What follows belongs to an exercise in optimizing a design on an open flow for small area; a production flow would make more cautious choices. Where RTL was checked, it was by simulation tests only, not by an equivalence proof against the original. Only the layout flow was run in runs 2 and 3; the RTL was not checked for function there. The clock port is modelled as an ideal driver; clocking choices that lean on that would not hold on a real chip. No activity file was given, so power comes from the tool's default toggle rates.

## constraint.sdc

```tcl
create_clock -name core_clock -period 10.0 [get_ports {CLK}]
set_input_delay 2.0000 -clock core_clock [delete_from_list [all_inputs] [get_ports {CLK}]]
set_output_delay 2.0000 -clock core_clock [all_outputs]
set_load 0.01 [all_outputs]
```

## flow/abc_s7.txt

```
strash
&get -n
&fraig -x
&put
scorr
dc2
strash
&get -n
&dch -f
&nf -R 1000
&put
```

## flow/run.sh

```bash
#!/bin/bash
# The standard layout (standard.sh) with these changes to how it is made:
#  - synthesis is the standard synthesis script, except that no full/half
#    adder extraction runs before ABC and ABC maps with an area-oriented script
#    and no delay target. Several such scripts (flow/abc_*.txt) are tried, and
#    the one whose netlist has the least cell area is kept. Registers are
#    mapped exactly as in the standard synthesis: ABC only sees the logic
#    between them;
#  - the clock tree is built from clkbuf_4 cells, without dummy loads;
#  - port buffers are buf_1 cells.
# Each tool's full output goes to flow.log, next to ORFS's own logs in orfs/.
set -euo pipefail
W=$(pwd)
LOG=$W/flow.log
: > "$LOG"
STAT=$W/orfs/reports/sky130hd/MouseTransceiver/base/synth_stat.txt
VARS=(ADDER_MAP_FILE=
  "CTS_ARGS=-sink_clustering_enable -repair_clock_nets -buf_list {sky130_fd_sc_hd__clkbuf_4 sky130_fd_sc_hd__clkbuf_8} -sink_clustering_size 30 -sink_clustering_max_diameter 100 -dont_use_dummy_load"
  "BUFFER_PORTS_ARGS=-buffer_cell sky130_fd_sc_hd__buf_1")

# ORFS's synth.tcl with the ABC script replaced and its -D delay target dropped,
# and the standard flow's synthesis script sourcing it
make_synth_script() {
  sed "/synth_preamble.tcl/a set abc_args [lreplace \$abc_args 1 1 $1]\nset i [lsearch -exact \$abc_args -D]\nif {\$i >= 0} { set abc_args [lreplace \$abc_args \$i [expr {\$i + 1}]] }" \
    "$FLOW_HOME/scripts/synth.tcl" > "$W/orfs_synth.tcl"
  sed "s#\$::env(SCRIPTS_DIR)/synth.tcl#$W/orfs_synth.tcl#" "$W/synth_recipe.tcl" > "$W/own_synth.tcl"
}

best=""
best_area=""
first=1
for s in "$W"/flow/abc_*.txt; do
  make_synth_script "$s"
  if [[ $first == 1 ]]; then
    bash standard.sh SYNTH_SCRIPT="$W/own_synth.tcl" "${VARS[@]}" synth >> "$LOG" 2>&1
    first=0
  else
    bash standard.sh SYNTH_SCRIPT="$W/own_synth.tcl" "${VARS[@]}" do-yosys >> "$LOG" 2>&1
  fi
  area=$(awk '/Chip area for module/ {print $NF}' "$STAT")
  echo "ABC script $(basename "$s"): cell area $area" >> "$LOG"
  if [[ -z "$best" ]] || awk -v a="$area" -v b="$best_area" 'BEGIN { exit !(a < b) }'; then
    best=$s
    best_area=$area
  fi
done
echo "keeping ABC script $(basename "$best") ($best_area)" >> "$LOG"
make_synth_script "$best"
bash standard.sh SYNTH_SCRIPT="$W/own_synth.tcl" "${VARS[@]}" do-yosys >> "$LOG" 2>&1
bash standard.sh SYNTH_SCRIPT="$W/own_synth.tcl" "${VARS[@]}" finish >> "$LOG" 2>&1
```

## flow/abc_s12.txt

```
strash
&get -n
&fraig -x
&put
scorr
dc2
strash
&get -n
&dch -f
&nf -R 1000
&put
&get -n
&st
&dch -f
&nf -R 1000
&put
```

## flow/abc_s11.txt

```
strash
&get -n
&fraig -x
&put
scorr
dc2
strash
balance
rewrite
refactor
balance
rewrite
rewrite -z
balance
refactor -z
rewrite -z
balance
&get -n
&dch -f
&nf -R 1000
&put
```

## flow/abc_s4.txt

```
&get -n
&st
&dch
&nf -R 1000
&put
```

## config.mk

```make
export PLATFORM = sky130hd
export DESIGN_NAME = MouseTransceiver
export DESIGN_NICKNAME = MouseTransceiver
export VERILOG_FILES = /design/flow/design.v
export SDC_FILE = /design/flow/constraint.sdc
export NUM_CORES = 4
export LEC_CHECK = 0
export CAP_MARGIN = 20
export CORE_MARGIN = 2
export CORE_UTILIZATION = 60
export SLEW_MARGIN = 20
```

## flow/abc_s14.txt

```
strash
&get -n
&fraig -x
&put
scorr
dc2
strash
&get -n
&dch -f
&nf -R 1000 -p
&put
```

## flow/abc_s8.txt

```
&get -n
&st
&dch
&nf -R 1000
&st
&dch
&nf -R 1000
&st
&dch
&nf -R 1000
&put
```

## design.v

```verilog
`timescale 1ns / 1ps
module MouseTransmitter(
	input 		RESET,
	input 		CLK,
	input [5:0] STATE,
	output 		CLK_MOUSE_OUT_EN,
	output 		DATA_MOUSE_OUT,
	output 		DATA_MOUSE_OUT_EN
);
	reg       DataOut;
	wire       send  = STATE[5];
	wire       is_f4 = STATE[4];
	wire [3:0] ts    = STATE[3:0];
	wire       bit_zero = is_f4 & ((ts[2:0] == 3'd0) | (ts[2:0] == 3'd1) | (ts[2:0] == 3'd3));
	always @(posedge CLK) begin
		if (RESET | ~send)
			DataOut <= 1'b0;
		else if (ts[3])
			DataOut <= ~bit_zero;
		else if (ts == 4'd5)
			DataOut <= ~is_f4;
		else
			DataOut <= (ts == 4'd6);
	end
	assign CLK_MOUSE_OUT_EN  = send & (ts == 4'd0);
	assign DATA_MOUSE_OUT_EN = send & (ts[3] | ts[2]);
	assign DATA_MOUSE_OUT    = DataOut;
endmodule
`timescale 1ns / 1ps
module MouseReceiver(
	input 				RESET,
	input 				CLK,
	input 				FALL,			 
	input 				DATA_MOUSE_IN,
	input 				READ_ENABLE,
	input 				SHIFT_IN,		 
	output 				START,			 
	output 				SHIFT,			 
	output [2:0] 		BIT_INDEX,
	output [7:0] 		BYTE_READ,
	output 				BYTE_ERROR,		 
	output 				BYTE_READY
);
	localparam [3:0] S_PAR = 4'd8, S_STOP = 4'd9, S_DONE = 4'd10,
	                 S_READY = 4'd11, S_IDLE = 4'd12;
	reg [3:0]  State;
	reg [7:0]  ShiftReg;
	reg        Err;
	reg [15:0] Tmo;
	wire       timeout = (Tmo == 16'h18fa);	 
	wire       in_bits = ~State[3];			 
	wire       idle    = (State == S_READY) | (State == S_IDLE);
	wire       s_par   = (State == S_PAR);
	wire       s_stop  = (State == S_STOP);
	assign START = idle & READ_ENABLE & FALL & ~DATA_MOUSE_IN;
	assign SHIFT = FALL & in_bits;
	wire       tmo_clr = FALL & ((~timeout & (in_bits | s_par)) | s_stop);
	wire       tmo_fb  = Tmo[15] ^ Tmo[14] ^ Tmo[12] ^ Tmo[3] ^ (Tmo[14:0] == 15'h2aaa);
	always @(posedge CLK) begin
		if (RESET | tmo_clr)
			Tmo <= 16'd0;
		else
			Tmo <= {~Tmo[14:0], tmo_fb};
	end
	wire [3:0] inc = {State[3] ^ (&State[2:0]), State[2] ^ (&State[1:0]),
	                  State[1] ^ State[0], ~State[0]};
	always @(posedge CLK) begin
		if (RESET)
			State <= S_IDLE;
		else if (idle)
			State <= START ? 4'd0 : S_IDLE;
		else if (State <= S_PAR) begin
			if (timeout)
				State <= S_IDLE;
			else if (FALL)
				State <= inc;
		end else if (s_stop) begin
			if (FALL)
				State <= S_DONE;
		end else if (State == S_DONE)
			State <= S_READY;
		else
			State <= S_IDLE;
	end
	always @(posedge CLK)
		if (SHIFT)
			ShiftReg <= {SHIFT_IN, ShiftReg[7:1]};
	always @(posedge CLK) begin
		if (idle)
			Err <= 1'b1;
		else if (FALL & (in_bits | s_par))
			Err <= Err ^ DATA_MOUSE_IN;
		else if (FALL & s_stop)
			Err <= Err | ~DATA_MOUSE_IN;
	end
	assign BIT_INDEX  = State[2:0];
	assign BYTE_READY = (State == S_READY);
	assign BYTE_READ  = ShiftReg;
	assign BYTE_ERROR = Err;
endmodule
`timescale 1ns / 1ps
module MouseMasterSM(
	input 			CLK,
	input 			RESET,
	input 			FALL,			 
	input 			CLK_MOUSE_IN,	 
	input 			DATA_MOUSE_IN,
	output [5:0] 	STATE,
	output 			READ_ENABLE,
	input [7:0] 	BYTE_READ,
	input 			BYTE_ERROR,
	input 			BYTE_READY,
	output 			STATUS_LOAD,	 
	output 			DX_LOAD,		 
	output 			ADD_X,			 
	output 			ADD_Y,			 
	output 			SEND_INTERRUPT
);
	localparam [5:0] S0 = 6'd0, PRE_FF = 6'd1, BS_FF = 6'd2, S12 = 6'd4,
	                 PRE_F4 = 6'd17, BS_F4 = 6'd18,
	                 S3 = 6'd8, S4 = 6'd9, S5 = 6'd10, S8 = 6'd11, S9 = 6'd12, S9I = 6'd13,
	                 S10 = 6'd14, S11 = 6'd15;
	localparam [3:0] T_LOW = 4'd0, T_WDATA = 4'd1, T_WCLK = 4'd2, T_WBOTH = 4'd3,
	                 T_START = 4'd4, T_PAR = 4'd5, T_STOP = 4'd6, T_REL = 4'd7;
	reg [5:0]  State;
	reg [22:0] Cnt;
	reg        ReadEnable;
	wire good = BYTE_READY & ~BYTE_ERROR;
	wire [7:0] expected = (State == S4) ? 8'hAA : (State == S5) ? 8'h00 : 8'hFA;
	wire       match    = good & (BYTE_READ == expected);
	wire send = State[5];
	wire [3:0] ts = State[3:0];
	wire s9 = (State[5:1] == 5'b00110);		 
	wire pre = (State[5] == 1'b0) & (State[3:0] == 4'd1);
	wire low = send & (ts == T_LOW);
	wire wait_done = ((Cnt & 23'h6fffc8) == 23'h6d6e08);	 
	wire tmo_done  = ((Cnt & 23'h7ffffc) == 23'h01df9c);	 
	wire pre_done  = ((Cnt & 23'h400002) == 23'h000002);	 
	wire low_done  = ((Cnt & 23'h7f6240) == 23'h646040);	 
	wire cnt_run = ((State == S0) & ~wait_done)
	             | (s9 & ~BYTE_READY & ~tmo_done)
	             | pre
	             | (low & ~low_done);
	always @(posedge CLK) begin
		if (RESET | ~cnt_run)
			Cnt <= 23'd0;
		else
			Cnt <= {~Cnt[21:0], Cnt[22] ^ Cnt[17]};
	end
	wire [2:0] bit_inc = {ts[2] ^ (&ts[1:0]), ts[1] ^ ts[0], ~ts[0]};
	always @(posedge CLK) begin
		if (RESET)
			State <= S0;
		else if (send) begin
			if (ts[3]) begin
				if (FALL) State[3:0] <= (ts[2:0] == 3'd7) ? T_PAR : {1'b1, bit_inc};
			end else case (ts[2:0])
				T_LOW:   if (low_done) State[3:0] <= T_START;
				T_START: if (FALL) State[3:0] <= 4'd8;
				T_PAR:   if (FALL) State[3:0] <= T_STOP;
				T_STOP:  if (FALL) State[3:0] <= T_REL;
				T_REL:   State[3:0] <= T_WDATA;
				T_WDATA: if (~DATA_MOUSE_IN) State[3:0] <= T_WCLK;
				T_WCLK:  if (~CLK_MOUSE_IN) State[3:0] <= T_WBOTH;
				default: if (DATA_MOUSE_IN & CLK_MOUSE_IN) State <= {1'b0, State[4], 4'b0010};	 
			endcase
		end else case (State)
			S0:     if (wait_done) State <= PRE_FF;
			PRE_FF, PRE_F4:
			        if (pre_done) State <= {1'b1, State[4], 4'b0000};	 
			BS_FF:  State <= S3;
			S3:     if (BYTE_READY) State <= match ? S4 : S0;
			S4:     if (BYTE_READY) State <= match ? S5 : S0;
			S5:     if (BYTE_READY) State <= match ? PRE_F4 : S0;
			BS_F4:  State <= S8;
			S8:     if (BYTE_READY) State <= match ? S9 : S0;
			S9, S9I:
			        if (BYTE_READY) State <= good ? S10 : S0;
			        else if (tmo_done) State <= S0;
			        else State <= S9;
			S10:    if (BYTE_READY) State <= good ? S11 : S0;
			S11:    if (BYTE_READY) State <= good ? S12 : S0;
			S12:    State <= S9I;
			default: State <= S0;
		endcase
	end
	always @(posedge CLK) begin
		if (RESET)
			ReadEnable <= 1'b0;
		else
			ReadEnable <= (State[5:3] == 3'b001);	 
	end
	assign STATE          = State;
	assign READ_ENABLE    = ReadEnable;
	assign STATUS_LOAD    = s9 & good;
	assign DX_LOAD        = (State == S10) & good;
	assign ADD_X          = (State == S10);
	assign ADD_Y          = (State == S11);
	assign SEND_INTERRUPT = (State == S9I);
endmodule
`timescale 1ns / 1ps
module SevenSegmentDisplay(
	input 			       CLK,
	input 			       RESET,
	input       [3:0]	   DIGIT1, DIGIT2, DIGIT3, DIGIT4,
    output reg	[3:0]	   SEG_SELECT_OUT,
    output reg  [7:0]      HEX_OUT
);
	reg [1:0]  Sel;
	reg [3:0]  Bin;
	reg [17:0] Cnt;
	wire last = ((Cnt & 18'h3ffbf) == 18'h21e84);	 
	always @(posedge CLK) begin
		if (RESET) begin
			Sel <= 2'd0;
			Bin <= 4'd0;
			Cnt <= 18'd0;
		end else if (last) begin
			Sel <= {Sel[1] ^ Sel[0], ~Sel[0]};
			Cnt <= 18'd0;
		end else begin
			Cnt <= {~Cnt[16:0], Cnt[17] ^ Cnt[10]};
			case (Sel)
				2'd0: Bin <= DIGIT1;
				2'd1: Bin <= DIGIT2;
				2'd2: Bin <= DIGIT3;
				2'd3: Bin <= DIGIT4;
			endcase
		end
	end
	localparam [15:0] SEG0 = 16'h2812;
	localparam [15:0] SEG1 = 16'hd860;
	localparam [15:0] SEG2 = 16'hd004;
	localparam [15:0] SEG3 = 16'h8692;
	localparam [15:0] SEG4 = 16'h02ba;
	localparam [15:0] SEG5 = 16'h208e;
	localparam [15:0] SEG6 = 16'h1083;
	always @* begin
		HEX_OUT[0] = SEG0[Bin];
		HEX_OUT[1] = SEG1[Bin];
		HEX_OUT[2] = SEG2[Bin];
		HEX_OUT[3] = SEG3[Bin];
		HEX_OUT[4] = SEG4[Bin];
		HEX_OUT[5] = SEG5[Bin];
		HEX_OUT[6] = SEG6[Bin];
		HEX_OUT[7] = 1'b1;
		case (Sel)
			2'd0: SEG_SELECT_OUT = 4'b1110;
			2'd1: SEG_SELECT_OUT = 4'b1101;
			2'd2: SEG_SELECT_OUT = 4'b1011;
			default: SEG_SELECT_OUT = 4'b0111;
		endcase
	end
endmodule
`timescale 1ns / 1ps
module MouseTransceiver(
	input 			RESET,
	input 			CLK,
	input 			CLK_MOUSE_IN,		 
	output 			CLK_MOUSE_OUT_EN,	 
	input 			DATA_MOUSE_IN,		 
	output 			DATA_MOUSE_OUT,		 
	output 			DATA_MOUSE_OUT_EN,	 
        output  [3:0] SEG_SELECT_OUT,
        output  [7:0] HEX_OUT,
        output  [1:0] LED_OUT
);
	reg       ClkMouseIn;
	reg       ClkLast;
	reg [2:0] ClkRun;		 
	reg       ClkMouseInDly;
	wire      run_full = &ClkRun;
	always @(posedge CLK) begin
		if (RESET)
			ClkMouseIn <= 1'b0;
		else if (run_full)
			ClkMouseIn <= ClkLast;
	end
	always @(posedge CLK) begin
		if (~RESET) begin
			ClkLast <= CLK_MOUSE_IN;
			if (CLK_MOUSE_IN != ClkLast)
				ClkRun <= 3'd0;
			else if (~run_full)
				ClkRun <= {ClkRun[2] ^ (&ClkRun[1:0]), ClkRun[1] ^ ClkRun[0], ~ClkRun[0]};
		end
	end
	always @(posedge CLK)
		ClkMouseInDly <= ClkMouseIn;
	wire Fall = ClkMouseInDly & ~ClkMouseIn;
	wire [5:0]		MasterState;
	MouseTransmitter T(
					.RESET (RESET),
					.CLK(CLK),
					.STATE(MasterState),
					.CLK_MOUSE_OUT_EN(CLK_MOUSE_OUT_EN),
					.DATA_MOUSE_OUT(DATA_MOUSE_OUT),
					.DATA_MOUSE_OUT_EN(DATA_MOUSE_OUT_EN)
	);
	wire 			ReadEnable;
	wire [7:0] 		ByteRead;
	wire 			ByteError;
	wire 			ByteReady;
	wire 			RxStart, RxShift, ShiftIn;
	wire [2:0] 		BitIndex;
	MouseReceiver R(
					.RESET(RESET),
					.CLK(CLK),
					.FALL(Fall),
					.DATA_MOUSE_IN(DATA_MOUSE_IN),
					.READ_ENABLE(ReadEnable),
					.SHIFT_IN(ShiftIn),
					.START(RxStart),
					.SHIFT(RxShift),
					.BIT_INDEX(BitIndex),
					.BYTE_READ(ByteRead),
					.BYTE_ERROR(ByteError),
					.BYTE_READY(ByteReady)
	);
	wire 			StatusLoad, DxLoad, AddX, AddY, SendInterrupt;
	MouseMasterSM MSM(
					.RESET(RESET),
					.CLK(CLK),
					.FALL(Fall),
					.CLK_MOUSE_IN(ClkMouseIn),
					.DATA_MOUSE_IN(DATA_MOUSE_IN),
					.STATE(MasterState),
					.READ_ENABLE(ReadEnable),
					.BYTE_READ(ByteRead),
					.BYTE_ERROR(ByteError),
					.BYTE_READY(ByteReady),
					.STATUS_LOAD(StatusLoad),
					.DX_LOAD(DxLoad),
					.ADD_X(AddX),
					.ADD_Y(AddY),
					.SEND_INTERRUPT(SendInterrupt)
	);
	reg [7:0] MouseX;
	reg [6:0] MouseY;
	reg [7:0] NextX;		 
	reg [3:0] Status;		 
	reg       Carry;
	reg [1:0] Led;
	wire       SignY = Status[2];
	wire       Add   = AddX | AddY;
	wire       Ovf   = AddX ? NextX[1] : Status[3];
	wire       Sign  = AddX ? NextX[0] : SignY;
	wire       MoveBit = Ovf ? ~Sign : DATA_MOUSE_IN;
	wire       PosBit  = AddX ? MouseX[BitIndex] : ((BitIndex != 3'd7) & MouseY[BitIndex[2:0]]);
	assign     ShiftIn = Add ? (MoveBit ^ PosBit ^ Carry) : DATA_MOUSE_IN;
	always @(posedge CLK) begin
		if (RxStart)
			Carry <= 1'b0;
		else if (RxShift)
			Carry <= (MoveBit & PosBit) | (Carry & (MoveBit | PosBit));
	end
	always @(posedge CLK) begin
		if (StatusLoad) begin
			Status <= {ByteRead[7], ByteRead[5], ByteRead[1:0]};
			NextX[1:0] <= {ByteRead[6], ByteRead[4]};
		end
		if (DxLoad)
			NextX <= (Carry ^ NextX[0]) ? 8'd0 :
			         (~NextX[0] & ByteRead[7] & (ByteRead[6] | ByteRead[5])) ? 8'd159 : ByteRead;
	end
	always @(posedge CLK) begin
		if (RESET) begin
			Led    <= 2'd0;
			MouseX <= 8'd80;
			MouseY <= 7'd60;
		end else if (SendInterrupt) begin
			Led    <= Status[1:0];
			MouseX <= NextX;
			MouseY <= (Carry ^ SignY) ? 7'd0 :
			          (~SignY & (ByteRead[7] | (&ByteRead[6:3]))) ? 7'd119 : ByteRead[6:0];
		end
	end
	SevenSegmentDisplay SevenSeg(
					.CLK(CLK),
					.RESET(RESET),
					.HEX_OUT(HEX_OUT),
					.SEG_SELECT_OUT(SEG_SELECT_OUT),
					.DIGIT1(MouseY[3:0]),
					.DIGIT2({1'b0, MouseY[6:4]}),
					.DIGIT3(MouseX[3:0]),
					.DIGIT4(MouseX[7:4])
	);
	assign LED_OUT = Led;
endmodule
```

## standard.sh

```bash
#!/bin/bash
# synth_recipe.tcl (not shown) runs the flow's synth.tcl, then flattens the netlist and writes it again
# the make line also repeats each setting of config.mk as NAME=value (left out here)
make -C /OpenROAD-flow-scripts/flow DESIGN_CONFIG=/design/flow/config.mk WORK_HOME=/design/flow/orfs CLKGATE_MAP_FILE= SYNTH_SCRIPT=/design/flow/synth_recipe.tcl "${@:-finish}"
```

==> impl_metrics.sql, run 1 <==
INSERT INTO impl_metrics (metric_group, metric, value, unit) VALUES
('cts', 'htree_num_levels', '4', ''),
('synthesis', 'synth_area_in_compound_gates', '15.5', '%'),
('synthesis', 'synth_top_area_cell', 'dfxtp_1', ''),
('sta', 'max-slew-margin-rel', '47.4', '%'),
('sta', 'timing.final.setup_violations', '0', ''),
('cts', 'clock-root-buffer', 'clkbuf_8', ''),
('synthesis', 'synth_cells', '529', ''),
('synthesis', 'synth_top_family_by_area', 'simple AND/OR/NAND/NOR gates', ''),
('status', 'status', 'finished clean', ''),
('critical_path', 'timing.setup.critical_path_class', 'flip-flop to output pin', ''),
('die', 'overall_die_height', '93.3', 'µm'),
('critical_path', 'setup.worst_path.end_class', 'output pin', ''),
('final_layout', 'layout.filler_cells', '642', ''),
('cts', 'number_of_buffers_on_the_longest_clock_path', '2', ''),
('routing', 'totalWireLength', '10.0', 'mm'),
('final_layout', 'core_util_final', '67.9', '%'),
('power', 'power.ir.vdd_worst', '0.000164', 'V'),
('synthesis', 'synth_async_sr_flop_share', '0', '%'),
('global_route', 'grt_first_pass_wirelength', '16.5', 'mm'),
('critical_path', 'timing.critical_path.slowest_stage_cell', 'dfxtp_1', ''),
('synthesis', 'ys_types', '46', ''),
('die', 'rows', '32', ''),
('sta', 'finalCriticalPeriod', '3810', 'ps'),
('sta', 'fin_skew', '22.9', 'ps'),
('synthesis', 'synth_top_area_share', '40.1', '%'),
('cts', 'postCtsSetupBuffers', '0', ''),
('routing', 'met2_length', '4.73', 'mm'),
('synthesis', 'synthAdderAreaFrac', '0', '%'),
('placed_design', 'place_area', '5010', 'µm²'),
('synthesis', 'yosys-top-cells-area', 'dfxtp_1 40%, edfxtp_1 15%, nor2_1 7.2%', ''),
('cts', 'cts_sinks', '120', ''),
('critical_path', 'r2r_end', 'MSM.State[3]', ''),
('sta', 'fin_tns_setup', '0', 'ps'),
('synthesis', 'synth_enable_flop_cells', '24', ''),
('placed_design', 'gp_congestion', '0.980', ''),
('die', 'coreArea', '7730', 'µm²'),
('routing', 'route.layer.met1.wl', '4.60', 'mm'),
('routing', 'via_per_inst', '5.94', ''),
('routing', 'drc_violations_left', '0', ''),
('critical_path', 'cp_data_arrival_time', '1810', 'ps'),
('global_route', 'first_global_vias', '3592', ''),
('die', 'io_pins', '21', ''),
('routing', 'num_vias', '3978', ''),
('cts', 'clock_transition_at_the_registers_of_the_reported_paths', '80', 'ps'),
('routing', 'post_drt_wl_per_cell', '14.9', 'µm'),
('final_layout', 'finalInstanceArea', '5250', 'µm²'),
('hold_path', 'worstHoldPathCells', '1', ''),
('cts', 'cts-buffers-inserted', '17', ''),
('die', 'chipWidth', '93.3', 'µm'),
('global_route', 'grt_antenna_before_repair', '0', ''),
('cts', 'cts_tree', 'done', ''),
('synthesis', 'postSynthAreaPerCell', '9.05', 'µm²'),
('synthesis', 'post_synth_and_or_nand_nor_area_fraction', '25.1', '%'),
('critical_path', 'worstPathRequired', '8000', 'ps'),
('global_route', 'grtUsageTotal', '24.0', '%'),
('synthesis', 'postSynthNetCount', '533', ''),
('synthesis', 'synth_common_cells', '96 x dfxtp_1, 92 x nor2_1, 67 x nand2_1', ''),
('critical_path', 'r2r_slack', '7050', 'ps'),
('global_route', 'grt_start_max_net_pins', '34', ''),
('synthesis', 'ys_seq_area_share', '55.2', '%'),
('die', 'floorplan.initialDensity', '62.0', '%'),
('critical_path', 'critical_path.cell_chain', 'clkinv_1 > nor2_1 > or2_0 > o21ai_0 > xor2_1 > buf_1', ''),
('global_route', 'grt_remaining_overflow', '0', ''),
('power', 'power_leakage', '0.00184', 'µW'),
('sta', 'final_hold_viol_count', '0', ''),
('cts', 'number_of_buffers_inserted_by_hold_repair_at_cts', '0', ''),
('critical_path', 'reg2regPathDepth', '9', ''),
('final_layout', 'areaGrowthSynthToFinish', '9.53', '%'),
('power', 'power_density', '217', 'nW/µm²'),
('routing', 'ant_nets', '0', ''),
('placed_design', 'numPortBuffers', '19', '');
==> through the flow <==
step	cells	setup slack [ps]	total power [µW]	hold slack, ps
floorplan	529	6870	777	368
global placement	653	6430	832	369
detailed placement	653	6390	838	376
CTS	670	6190	1140	388
global route	670	6010	1200	390
finish	670	6190	1140	385
==> worst max path at each step <==
| stage | from | to | slack, ps | cells past startpoint |
|---|---|---|---|---|
| floorplan | SevenSeg.Bin[2] | HEX_OUT[3] | 6870 | 5 |
| global placement | RESET | MSM.Cnt[0] | 6430 | 6 |
| detailed placement | DATA_MOUSE_IN | MSM.State[0] | 6390 | 7 |
| CTS | SevenSeg.Bin[2] | HEX_OUT[3] | 6190 | 6 |
| global route | SevenSeg.Bin[2] | HEX_OUT[3] | 6010 | 6 |
| finish | SevenSeg.Bin[2] | HEX_OUT[3] | 6190 | 6 |
==> power by group <==
group	internal [µW]	switching, µW	total (µW)
combinational	77.1	124	201
clock	149	155	305
sequential	561	71.8	633
==> cell families after synthesis <==
logic type | count (synthesis)
mux | 4
flops | 120
simple gates | 258
buf+inv | 11
other cells | 1
compound gates | 125
xor+xnor | 10
==> cell type report <==
cell class                      instances  area, µm²  area share [%]
Clock buffer                           17        234            4.46
Inverter                               10       37.5           0.715
Multi-Input combinational cell        398       2100            40.1
Sequential cell                       120       2640            50.4
Tap cell                              102        128            2.43
Timing Repair Buffer                   23        101            1.93
==> layout by cell type, fill, tap and decap left out, types with 5 or more instances in the layout <==
cell type  instances
nor2b_1            9
clkinv_1          10
nand4_1            6
o21ai_0           32
nor2_1            92
buf_1             19
nand2b_1          10
o21a_1             8
nor3_1            12
xnor2_1            5
a31oi_1            8
a211oi_1           5
dfxtp_1           96
nand2_1           67
clkbuf_8          17
xor2_1             5
nand3_1           23
nor4_1            11
a22oi_1            5
or2_0              6
a21oi_1           47
edfxtp_1          24
==> state kept, by name, summed over array words and instances, names as in the netlist, 6 cells and up <==
signal and cells:
NextX 8, MouseY 7, SevenSeg.Cnt 18, MSM.Cnt 23
MouseX 8, R.ShiftReg 8, MSM.State 6, R.Tmo 16
==> layer usage <==
metal	vias to the layer above	track usage [%]
li1	1982	-
met2	122	39.9
met3	15	6.12
met5	-	0
met4	0	7.48
met1	1859	30.7
==> critical path, delay by kind of cell (launching register included) <==
family                 cells  cell delay (ps)
AO/OA/AOI/OAI              1              130
XOR/XNOR                   1              170
buffers and inverters      2              320
flip-flops                 1              380
AND/OR/NAND/NOR            2              410
==> run 2: changes to the inputs <==
--- a/design.v
+++ b/design.v
@@ -42,14 +42,14 @@
 	output 				BYTE_READY
 );
 	localparam [3:0] S_PAR = 4'd8, S_STOP = 4'd9, S_DONE = 4'd10,
-	                 S_READY = 4'd11, S_IDLE = 4'd12;
+	                 S_READY = 4'd14, S_IDLE = 4'd15;
 	reg [3:0]  State;
 	reg [7:0]  ShiftReg;
 	reg        Err;
 	reg [15:0] Tmo;
 	wire       timeout = (Tmo == 16'h18fa);	 
 	wire       in_bits = ~State[3];			 
-	wire       idle    = (State == S_READY) | (State == S_IDLE);
+	wire       idle    = (State[3:1] == 3'b111);	 
 	wire       s_par   = (State == S_PAR);
 	wire       s_stop  = (State == S_STOP);
 	assign START = idle & READ_ENABLE & FALL & ~DATA_MOUSE_IN;
--- a/flow/run.sh
+++ b/flow/run.sh
@@ -6,7 +6,8 @@
 #    the one whose netlist has the least cell area is kept. Registers are
 #    mapped exactly as in the standard synthesis: ABC only sees the logic
 #    between them;
-#  - the clock tree is built from clkbuf_4 cells, without dummy loads;
+#  - the clock tree is built from clkbuf_4 cells, without dummy loads, and
+#    a leaf buffer driving 11 or more pins becomes a clkbuf_8 (post_cts.tcl);
 #  - port buffers are buf_1 cells.
 # Each tool's full output goes to flow.log, next to ORFS's own logs in orfs/.
 set -euo pipefail
@@ -15,8 +16,9 @@
 : > "$LOG"
 STAT=$W/orfs/reports/sky130hd/MouseTransceiver/base/synth_stat.txt
 VARS=(ADDER_MAP_FILE=
-  "CTS_ARGS=-sink_clustering_enable -repair_clock_nets -buf_list {sky130_fd_sc_hd__clkbuf_4 sky130_fd_sc_hd__clkbuf_8} -sink_clustering_size 30 -sink_clustering_max_diameter 100 -dont_use_dummy_load"
-  "BUFFER_PORTS_ARGS=-buffer_cell sky130_fd_sc_hd__buf_1")
+  "CTS_ARGS=-sink_clustering_enable -repair_clock_nets -buf_list sky130_fd_sc_hd__clkbuf_4 -sink_clustering_size 30 -sink_clustering_max_diameter 100 -dont_use_dummy_load"
+  "BUFFER_PORTS_ARGS=-buffer_cell sky130_fd_sc_hd__buf_1"
+  "POST_CTS_TCL=$W/flow/post_cts.tcl")
 
 # ORFS's synth.tcl with the ABC script replaced and its -D delay target dropped,
 # and the standard flow's synthesis script sourcing it
==> flow/post_cts.tcl (new file) <==
# After clock tree synthesis: a clkbuf_4 leaf buffer that drives 11 or more
# pins is swapped for a clkbuf_8, so no flip-flop clock pin gets a slow edge;
# the placement is then legalized again.
set upsized 0
foreach inst [get_cells -quiet clkbuf_*] {
  if {[get_property $inst ref_name] ne "sky130_fd_sc_hd__clkbuf_4"} { continue }
  set out [get_pins -of_objects $inst -filter "direction == output"]
  set net [get_nets -of_objects $out]
  set loads [llength [get_pins -of_objects $net -filter "direction == input"]]
  if {$loads >= 11} {
    puts "post_cts: [get_full_name $inst] drives $loads pins, now clkbuf_8"
    replace_cell $inst sky130_fd_sc_hd__clkbuf_8
    incr upsized
  }
}
puts "post_cts: upsized $upsized clock buffers"
if {$upsized > 0} {
  detailed_placement
  check_placement -verbose
  estimate_parasitics -placement
}
==> run 2 against run 1 <==
Compared with the run above:
- still clean
- global-route usage rose by 1.6 points
- routed wire length rose by 5.6%
- count of clock-buffer cells in the layout is the same
- sequential cell count is the same
- utilization fell by 1.3 points
- clock power is 25% lower
- non-clock buffer count shrank 3
==> impl_metrics.sql, run 2 <==
INSERT INTO impl_metrics (metric_group, metric, value, unit) VALUES
('sta', 'timing.final.setup_violations', '0', ''),
('final_layout', 'areaGrowthSynthToFinish', '7.05', '%'),
('global_route', 'grt_first_pass_wirelength', '17.5', 'mm'),
('job', 'drv_cap', '0', ''),
('critical_path', 'worst_setup_path_start_kind', 'flip-flop', ''),
('synthesis', 'synth_top_area_share', '39.8', '%'),
('final_layout', 'largest_registers', 'MSM.Cnt (23), SevenSeg.Cnt (18), R.Tmo (16)', ''),
('global_route', 'grt_antenna_before_repair', '0', ''),
('cts', 'clock_insertion_delay_worst_skew', '390', 'ps'),
('placed_design', 'numPortBuffers', '19', ''),
('routing', 'detail_route.iter0.violations', '319', ''),
('power', 'final_power', '1040', 'µW'),
('critical_path', 'timing.setup.critical_path_class', 'flip-flop to output pin', ''),
('critical_path', 'cp.buffers_inverters', '1', ''),
('final_layout', 'final_layout_size_suffix_gt1_share', '3.57', '%'),
('critical_path', 'r2r_end', 'MSM.State[3]', ''),
('die', 'floorplan.die_area', '8780', 'µm²'),
('synthesis', 'yosys-top-cells-area', 'dfxtp_1 40%, edfxtp_1 15%, nor2_1 7.2%', ''),
('critical_path', 'timing.critical_path.slowest_stage_cell', 'dfxtp_1', ''),
('synthesis', 'synth_top_area_cell', 'dfxtp_1', ''),
('sta', 'fin_skew', '31.3', 'ps'),
('sta', 'max-slew-margin-rel', '41.5', '%'),
('hold_path', 'worstHoldPathCells', '1', ''),
('sta', 'max_clock_freq', '0.267', 'GHz'),
('final_layout', 'antenna_cells_inserted', '0', ''),
('routing', 'totalWireLength', '10.6', 'mm'),
('synthesis', 'synth.area.mux_share', '1.09', '%'),
('synthesis', 'register_bit_count_reported_by_yosys', '120', ''),
('routing', 'drc_violations_left', '0', ''),
('final_layout', 'most-common-layout-cells', '96 x dfxtp_1, 93 x nor2_1, 60 x nand2_1', ''),
('die', 'coreArea', '7770', 'µm²'),
('final_layout', 'layout.filler_cells', '639', ''),
('critical_path', 'setup.worst_path.end_class', 'output pin', ''),
('final_layout', 'flip_flop_count_of_the_largest_register_all_copies_and_words_added', '23', ''),
('final_layout', 'final_cells', '662', ''),
('synthesis', 'postSynthNetCount', '528', ''),
('die', 'overall_die_height', '93.7', 'µm'),
('sta', 'final_min_period_over_clock_period', '37.4', '%'),
('global_route', 'grt_remaining_overflow', '0', ''),
('synthesis', 'synth_top_family_by_area', 'simple AND/OR/NAND/NOR gates', ''),
('sta', 'fin_tns_setup', '0', 'ps'),
('global_route', 'first_global_vias', '3747', ''),
('synthesis', 'post_synth_and_or_nand_nor_area_fraction', '24.6', '%'),
('hold_path', 'hold_class', 'flip-flop to flip-flop', ''),
('placed_design', 'dp_hpwl', '7.28', 'mm'),
('sta', 'final_hold_viol_count', '0', ''),
('synthesis', 'synth_area_in_compound_gates', '15.8', '%'),
('synthesis', 'synthXorXnorAreaFrac', '2.72', '%'),
('synthesis', 'synth_async_sr_flop_share', '0', '%'),
('critical_path', 'reg2regPathDepth', '11', ''),
('critical_path', 'delay_of_the_slowest_cell_on_the_worst_path', '650', 'ps'),
('synthesis', 'ys_dominant_reg_cell', 'dfxtp_1', ''),
('die', 'io_pins', '21', ''),
('power', 'power_density', '202', 'nW/µm²'),
('synthesis', 'synth_cells', '524', ''),
('critical_path', 'critical-path-top-delay-family', 'flip-flops', ''),
('synthesis', 'synth.most_common_cell', 'dfxtp_1', ''),
('routing', 'ant_nets', '0', ''),
('global_route', 'grtUsageTotal', '25.6', '%'),
('synthesis', 'synthAdderAreaFrac', '0', '%'),
('final_layout', 'registers.top_by_ff_count', 'MSM.Cnt', ''),
('placed_design', 'place_area', '5030', 'µm²'),
('routing', 'via_per_inst', '6.07', ''),
('final_layout', 'finalInstanceArea', '5170', 'µm²'),
('synthesis', 'synth_enable_flop_cells', '24', ''),
('global_route', 'grt_start_max_net_pins', '40', ''),
('die', 'rows', '32', ''),
('sta', 'finalCriticalPeriod', '3740', 'ps'),
('sta', 'rsz0062_at_grt', 'false', ''),
('cts', 'cts_tree', 'done', ''),
('die', 'floorplan.initialDensity', '62.2', '%'),
('cts', 'clock_transition_at_the_registers_of_the_reported_paths', '100', 'ps'),
('critical_path', 'critical_path.cell_chain', 'or2_0 > and2_0 > buf_1', ''),
('synthesis', 'postSynthAreaPerCell', '9.21', 'µm²'),
('critical_path', 'r2r_slack', '6600', 'ps'),
('power', 'power_leakage', '0.00183', 'µW'),
('routing', 'drt_pre_antenna_iters', '5', ''),
('synthesis', 'ys_seq_area_share', '54.7', '%'),
('critical_path', 'worst_flop_to_flop_path_startpoint', 'MSM.State[5]', ''),
('routing', 'post_drt_wl_per_cell', '16.0', 'µm'),
('critical_path', 'crit_path_max_fanout', '16', ''),
('status', 'status', 'finished clean', ''),
('routing', 'num_vias', '4020', ''),
('final_layout', 'number_of_nets_at_the_end_of_the_flow', '566', ''),
('critical_path', 'cp_data_arrival_time', '1740', 'ps'),
('synthesis', 'synth_common_cells', '96 x dfxtp_1, 93 x nor2_1, 60 x nand2_1', ''),
('synthesis', 'yosys_warnings', '5', ''),
('critical_path', 'number_of_stages_on_the_worst_setup_path', '3', ''),
('hold_path', 'hold-path-endpoint', 'SevenSeg.Cnt[7]', ''),
('final_layout', 'final_common_cell', 'dfxtp_1', ''),
('critical_path', 'worstPathRequired', '8000', 'ps'),
('die', 'chipWidth', '93.7', 'µm'),
('cts', 'cts_sinks', '120', ''),
('hold_path', 'worst_hold_startpoint', 'SevenSeg.Cnt[6]', ''),
('synthesis', 'ys_types', '52', ''),
('sta', 'timing.final.max_slew_violations', '0', ''),
('placed_design', 'placed_instances', '645', ''),
('sta', 'timing_worst_slew_pin_value', '874', 'ps'),
('placed_design', 'gp_congestion', '0.925', ''),
('power', 'power.ir.vdd_worst', '0.000151', 'V'),
('synthesis', 'syn-cell-area', '4830', 'µm²');
run 2: cells by family (layout without fill, tap and decap cells):
logic type      after synthesis  in the layout
buf+inv                      11             47
other cells                   1              1
flops                       120            120
mux                           4              4
xor+xnor                     15             15
simple gates                254            254
compound gates              119            119
run 2: cell type report:
| class | count | area [µm²] | area share, % |
|---|---|---|---|
| multi-input cells | 393 | 2140 | 41.4 |
| inverters | 10 | 37.5 | 0.726 |
| clock buffers | 17 | 140 | 2.71 |
| repair buffers | 20 | 80.1 | 1.55 |
| flip-flops and latches | 120 | 2640 | 51.1 |
| well taps | 102 | 128 | 2.47 |
run 2: worst reg2reg max path, stage by stage, from the launching register on:
cell	delay [ps]
dfxtp_1	450
nor2_1	180
and2_0	420
nand2_1	140
or2_0	340
nor2_1	720
or2_0	380
a21oi_1	70
and2_0	190
o311ai_0	150
nor2_1	70
a41oi_1	180
run 2: power breakdown:
part	switching, µW	internal (µW)
registers	65.4	558
logic	115	76.6
clock network	142	87.5
run 2: routing by layer:
layer	wire, µm	track usage (%)
met5	0	0
met4	141	7.37
met2	4900	40.9
met3	693	7.38
met1	4840	34.1
run 2: stage by stage:
stage	util, %	setup slack [ps]	hold slack [ps]
detailed placement	64.7	6290	381
global placement	64.7	6360	371
global route	66.5	6080	392
floorplan	-	6800	368
finish	66.5	6260	390
run 2: how the worst max path moves through the flow:
stage                        from                 to  slack [ps]
global placement    DATA_MOUSE_IN       MSM.State[1]        6360
global route         MSM.State[2]  DATA_MOUSE_OUT_EN        6080
floorplan           DATA_MOUSE_IN       MSM.State[1]        6800
finish               MSM.State[2]  DATA_MOUSE_OUT_EN        6260
detailed placement  DATA_MOUSE_IN       MSM.State[1]        6290
==> run 3: changes to the inputs <==
==> flow/abc_x1.txt (new file) <==
strash
&get -n
&fraig -x
&put
scorr
dc2
strash
&get -n
&dch -f
&nf -R 1000
&put
==> flow/abc_x2.txt (new file) <==
strash
&get -n
&fraig -x
&put
scorr
dc2
strash
&get -n
&dch -f
&nf -R 2000 -a
&put
==> flow/abc_x4.txt (new file) <==
strash
&get -n
&fraig -x
&put
scorr
dc2
strash
&get -n
&dch
&nf -R 1000
&put
==> flow/abc_x5.txt (new file) <==
strash
&get -n
&fraig -x
&put
scorr
dc2
strash
&get -n
&dch
&nf -R 2000 -a
&put
==> flow/abc_x7.txt (new file) <==
strash
&get -n
&fraig -x
&put
scorr
dc2
strash
&get -n
&dch -f -r
&nf -R 1000
&put
==> flow/abc_x8.txt (new file) <==
strash
&get -n
&fraig -x
&put
scorr
dc2
strash
&get -n
&dch -f -r
&nf -R 2000 -a
&put
==> run 3 against run 2 <==
Compared with the run above:
- final area up 0.19%
- sequential power is essentially flat
- combinational power about the same
- synthesized cell count fell by 0.38%
- fmax shrank 2.1%
- sequential share of layout area decreased by 0.099 points
- final cell count down 0.15%
- clock power is 3% higher
- clock skew up 1.1 ps
- routed wire length shrank 3.7%
- sequential cell count unchanged
- power up 0.89%
==> impl_metrics.sql, run 3 <==
INSERT INTO impl_metrics (metric_group, metric, value, unit) VALUES
('sta', 'final_min_period_over_clock_period', '38.2', '%'),
('die', 'chipWidth', '93.7', 'µm'),
('critical_path', 'worst_setup_path_start_kind', 'flip-flop', ''),
('power', 'proportion_of_power_drawn_by_flip_flops_and_latches', '59.4', '%'),
('synthesis', 'synth_async_sr_flop_share', '0', '%'),
('global_route', 'grt_first_pass_wirelength', '17.0', 'mm'),
('sta', 'post-route-worst-setup-slack', '6180', 'ps'),
('synthesis', 'ys_dominant_reg_cell', 'dfxtp_1', ''),
('power', 'power_leakage', '0.00185', 'µW'),
('power', 'comb_power_share', '18.2', '%'),
('routing', 'met3_wl_post_dr', '612', 'µm'),
('critical_path', 'cp_data_arrival_time', '1820', 'ps'),
('routing', 'ant_nets', '0', ''),
('synthesis', 'yosys_warnings', '5', ''),
('cts', 'cts_tree', 'done', ''),
('critical_path', 'worstPathRequired', '8000', 'ps'),
('critical_path', 'timing.setup.critical_path_class', 'flip-flop to output pin', ''),
('routing', 'met2_length', '4.51', 'mm'),
('critical_path', 'timing.critical_path.to', 'CLK_MOUSE_OUT_EN', ''),
('sta', 'timing.final.setup_violations', '0', ''),
('synthesis', 'postSynthAreaPerCell', '9.24', 'µm²'),
('global_route', 'grt_antenna_before_repair', '0', ''),
('routing', 'drt_pre_antenna_iters', '6', ''),
('final_layout', 'registers.top_by_ff_count', 'MSM.Cnt', ''),
('sta', 'timing_worst_slew_pin_value', '907', 'ps'),
('routing', 'num_vias', '3970', ''),
('routing', 'post_drt_wl_per_cell', '15.4', 'µm'),
('critical_path', 'setup.worst_path.end_class', 'output pin', ''),
('sta', 'max-slew-margin-rel', '39.3', '%'),
('synthesis', 'ys_seq_area_share', '54.8', '%'),
('routing', 'route.layer.met1.wl', '4.81', 'mm'),
('sta', 'max_clock_freq', '0.262', 'GHz'),
('power', 'power_density', '203', 'nW/µm²'),
('critical_path', 'critPathLaunch', 'MSM.State[5]', ''),
('global_route', 'grtUsageTotal', '24.7', '%'),
('routing', 'drc_violations_left', '0', ''),
('synthesis', 'yosys-top-cells-area', 'dfxtp_1 40%, edfxtp_1 15%, nor2_1 7.1%', ''),
('global_route', 'first_global_vias', '3558', ''),
('placed_design', 'gp_congestion', '0.969', ''),
('sta', 'finalCriticalPeriod', '3820', 'ps'),
('final_layout', 'antenna_cells_inserted', '0', ''),
('job', 'drv_cap', '0', ''),
('synthesis', 'postSynthNetCount', '526', ''),
('routing', 'via_per_inst', '6.01', ''),
('critical_path', 'r2r_end', 'MSM.State[2]', ''),
('routing', 'detail_route.iter0.violations', '266', ''),
('synthesis', 'synth_common_cells', '96 x dfxtp_1, 91 x nor2_1, 61 x nand2_1', ''),
('power', 'power.clock.fraction', '22.4', '%'),
('placed_design', 'numPortBuffers', '19', ''),
('status', 'status', 'finished clean', ''),
('sta', 'rsz0062_at_grt', 'false', ''),
('final_layout', 'largest_registers', 'MSM.Cnt (23), SevenSeg.Cnt (18), R.Tmo (16)', ''),
('die', 'io_pins', '21', ''),
('power', 'net-switching-power', '327', 'µW'),
('synthesis', 'synth_cells', '522', ''),
('die', 'floorplan.initialDensity', '62.1', '%'),
('die', 'rows', '32', ''),
('global_route', 'grt_start_max_net_pins', '40', ''),
('hold_path', 'hold_class', 'flip-flop to flip-flop', ''),
('final_layout', 'number_of_nets_at_the_end_of_the_flow', '565', ''),
('sta', 'fin_tns_setup', '0', 'ps'),
('critical_path', 'crit_path_max_fanout', '13', ''),
('sta', 'timing.final.max_slew_violations', '0', ''),
('power', 'netSwitchingFraction', '31.1', '%'),
('routing', 'highest-signal-layer', 'met4', ''),
('synthesis', 'synth_top_area_share', '39.8', '%'),
('final_layout', 'final_layout_size_suffix_gt1_share', '3.58', '%'),
('cts', 'clock_transition_at_the_registers_of_the_reported_paths', '80', 'ps'),
('routing', 'totalWireLength', '10.2', 'mm'),
('cts', 'clock_insertion_delay_worst_skew', '400', 'ps'),
('placed_design', 'place_ws', '6420', 'ps'),
('synthesis', 'ys_types', '51', ''),
('die', 'floorplan.die_area', '8780', 'µm²'),
('final_layout', 'final_common_cell', 'dfxtp_1', ''),
('synthesis', 'synth.most_common_cell', 'dfxtp_1', ''),
('placed_design', 'dp_hpwl', '7.04', 'mm'),
('sta', 'final_hold_viol_count', '0', ''),
('global_route', 'grt_remaining_overflow', '0', ''),
('synthesis', 'register_bit_count_reported_by_yosys', '120', ''),
('final_layout', 'areaGrowthSynthToFinish', '7.31', '%'),
('critical_path', 'reg2regPathDepth', '10', ''),
('final_layout', 'most-common-layout-cells', '96 x dfxtp_1, 91 x nor2_1, 61 x nand2_1', ''),
('critical_path', 'worst_flop_to_flop_path_startpoint', 'MSM.State[5]', ''),
('sta', 'fin_skew', '32.4', 'ps'),
('power', 'power.ir.vdd_worst', '0.000136', 'V'),
('hold_path', 'worstHoldPathCells', '1', ''),
('critical_path', 'r2r_slack', '7080', 'ps'),
('die', 'overall_die_height', '93.7', 'µm'),
('synthesis', 'synth_top_area_cell', 'dfxtp_1', ''),
('synthesis', 'syn-cell-area', '4830', 'µm²'),
('cts', 'cts_sinks', '120', ''),
('power', 'internal-power', '726', 'µW'),
('die', 'coreArea', '7770', 'µm²'),
('final_layout', 'flip_flop_count_of_the_largest_register_all_copies_and_words_added', '23', ''),
('synthesis', 'synth_enable_flop_cells', '24', '');
[run 3: cell types whose count changed after synthesis, moves of 2 or more]
cell | previous run | this run
a21oi_1 | 42 | 44
clkinv_1 | 10 | 12
nand3_1 | 17 | 15
nand4b_1 | 3 | 5
nor2_1 | 93 | 91
or2_0 | 6 | 4
or3_1 | 4 | 2
[run 3: per-stage QoR]
stage | util (%) | hold slack (ps) | area [µm²] | total power [µW] | instances
finish | 66.7 | 386 | 5180 | 1050 | 661
global route | 66.7 | 391 | 5180 | 1120 | 661
detailed placement | 64.8 | 373 | 5030 | 822 | 644
global placement | 64.8 | 370 | 5030 | 818 | 644
floorplan | - | 368 | 4830 | 762 | 522
[run 3: power by group through the flow]
stage / Combinational [µW] / Sequential [µW] / Clock, µW
floorplan: 148 / 614 / 0
global placement: 185 / 633 / 0
detailed placement: 188 / 635 / 0
global route: 217 / 636 / 264
finish: 191 / 626 / 236
[run 3: kinds of logic (layout without fill, tap and decap cells)]
kind of cell              count (synthesis)  in the layout  share of synthesized area (%)
buffers and inverters                    13             50                           1.09
other                                     1              1                         0.0777
DFF                                     120            120                           54.8
xor gates and xnor gates                 15             15                           2.72
muxes                                     4              4                           1.09
and+or+nand+nor                         246            246                           23.9
AOI/OAI and AO/OA                       123            123                           16.4
[run 3: worst min path at each step]
stage / start / end
final: SevenSeg.Cnt[6] / SevenSeg.Cnt[7]
after global routing: MSM.Cnt[14] / MSM.Cnt[15]
after detailed placement: MSM.Cnt[0] / MSM.Cnt[1]
after global placement: MSM.Cnt[0] / MSM.Cnt[1]
after floorplan: MSM.Cnt[0] / MSM.Cnt[1]
[run 3: final cells by class]
cell class	count	area, µm²
Timing Repair Buffer	21	86.3
Clock buffer	17	146
Sequential cell	120	2640
Fill cell	668	2590
Inverter	12	45.0
Multi-Input combinational cell	389	2130
Tap cell	102	128
[run 3: critical path, cell delays in order, from the launching register on]
cell and delay, ps:
dfxtp_1 560, nand2b_1 160, nor4_1 510, buf_1 210
[run 3: layer usage]
| layer | vias up | global-route usage (%) |
|---|---|---|
| li1 | 1966 | - |
| met1 | 1836 | 35.1 |
| met2 | 139 | 36.4 |
| met3 | 29 | 5.22 |
| met4 | 0 | 10.9 |
| met5 | - | 0 |

afterwards: timing with drivers on the ports:
Ports are ideal in the flow. The routed layouts listed here were re-timed in OpenROAD. Step 1: set_driving_cell puts a clkbuf_16 on CLK and a buf_2 on each other input, an assumption about the parent block. Step 2, shift: input delay + t, output delay - t, t = (earliest + latest rising clock arrival at the registers) / 2. This alone moves slack from input paths to output paths. a / b / c = ideal ports / drivers / drivers and shift; a / b = the first two.
run | t (ns) | slack for setup (ns) | hold WS [ns] | clock arrival spread, ns | worst register clock-pin slew, ns
run 1 | 0.433 | 6.190 / 6.158 / 6.331 | 0.385 / 0.385 / 0.385 | 0.032 / 0.033 | 0.08 / 0.08
run 2 | 0.412 | 6.258 / 6.224 / 6.265 | 0.390 / 0.390 / 0.390 | 0.032 / 0.032 | 0.10 / 0.10
run 3 | 0.415 | 6.179 / 6.149 / 6.342 | 0.386 / 0.386 / 0.386 | 0.033 / 0.032 | 0.10 / 0.10
After both steps every run listed still meets setup and hold.
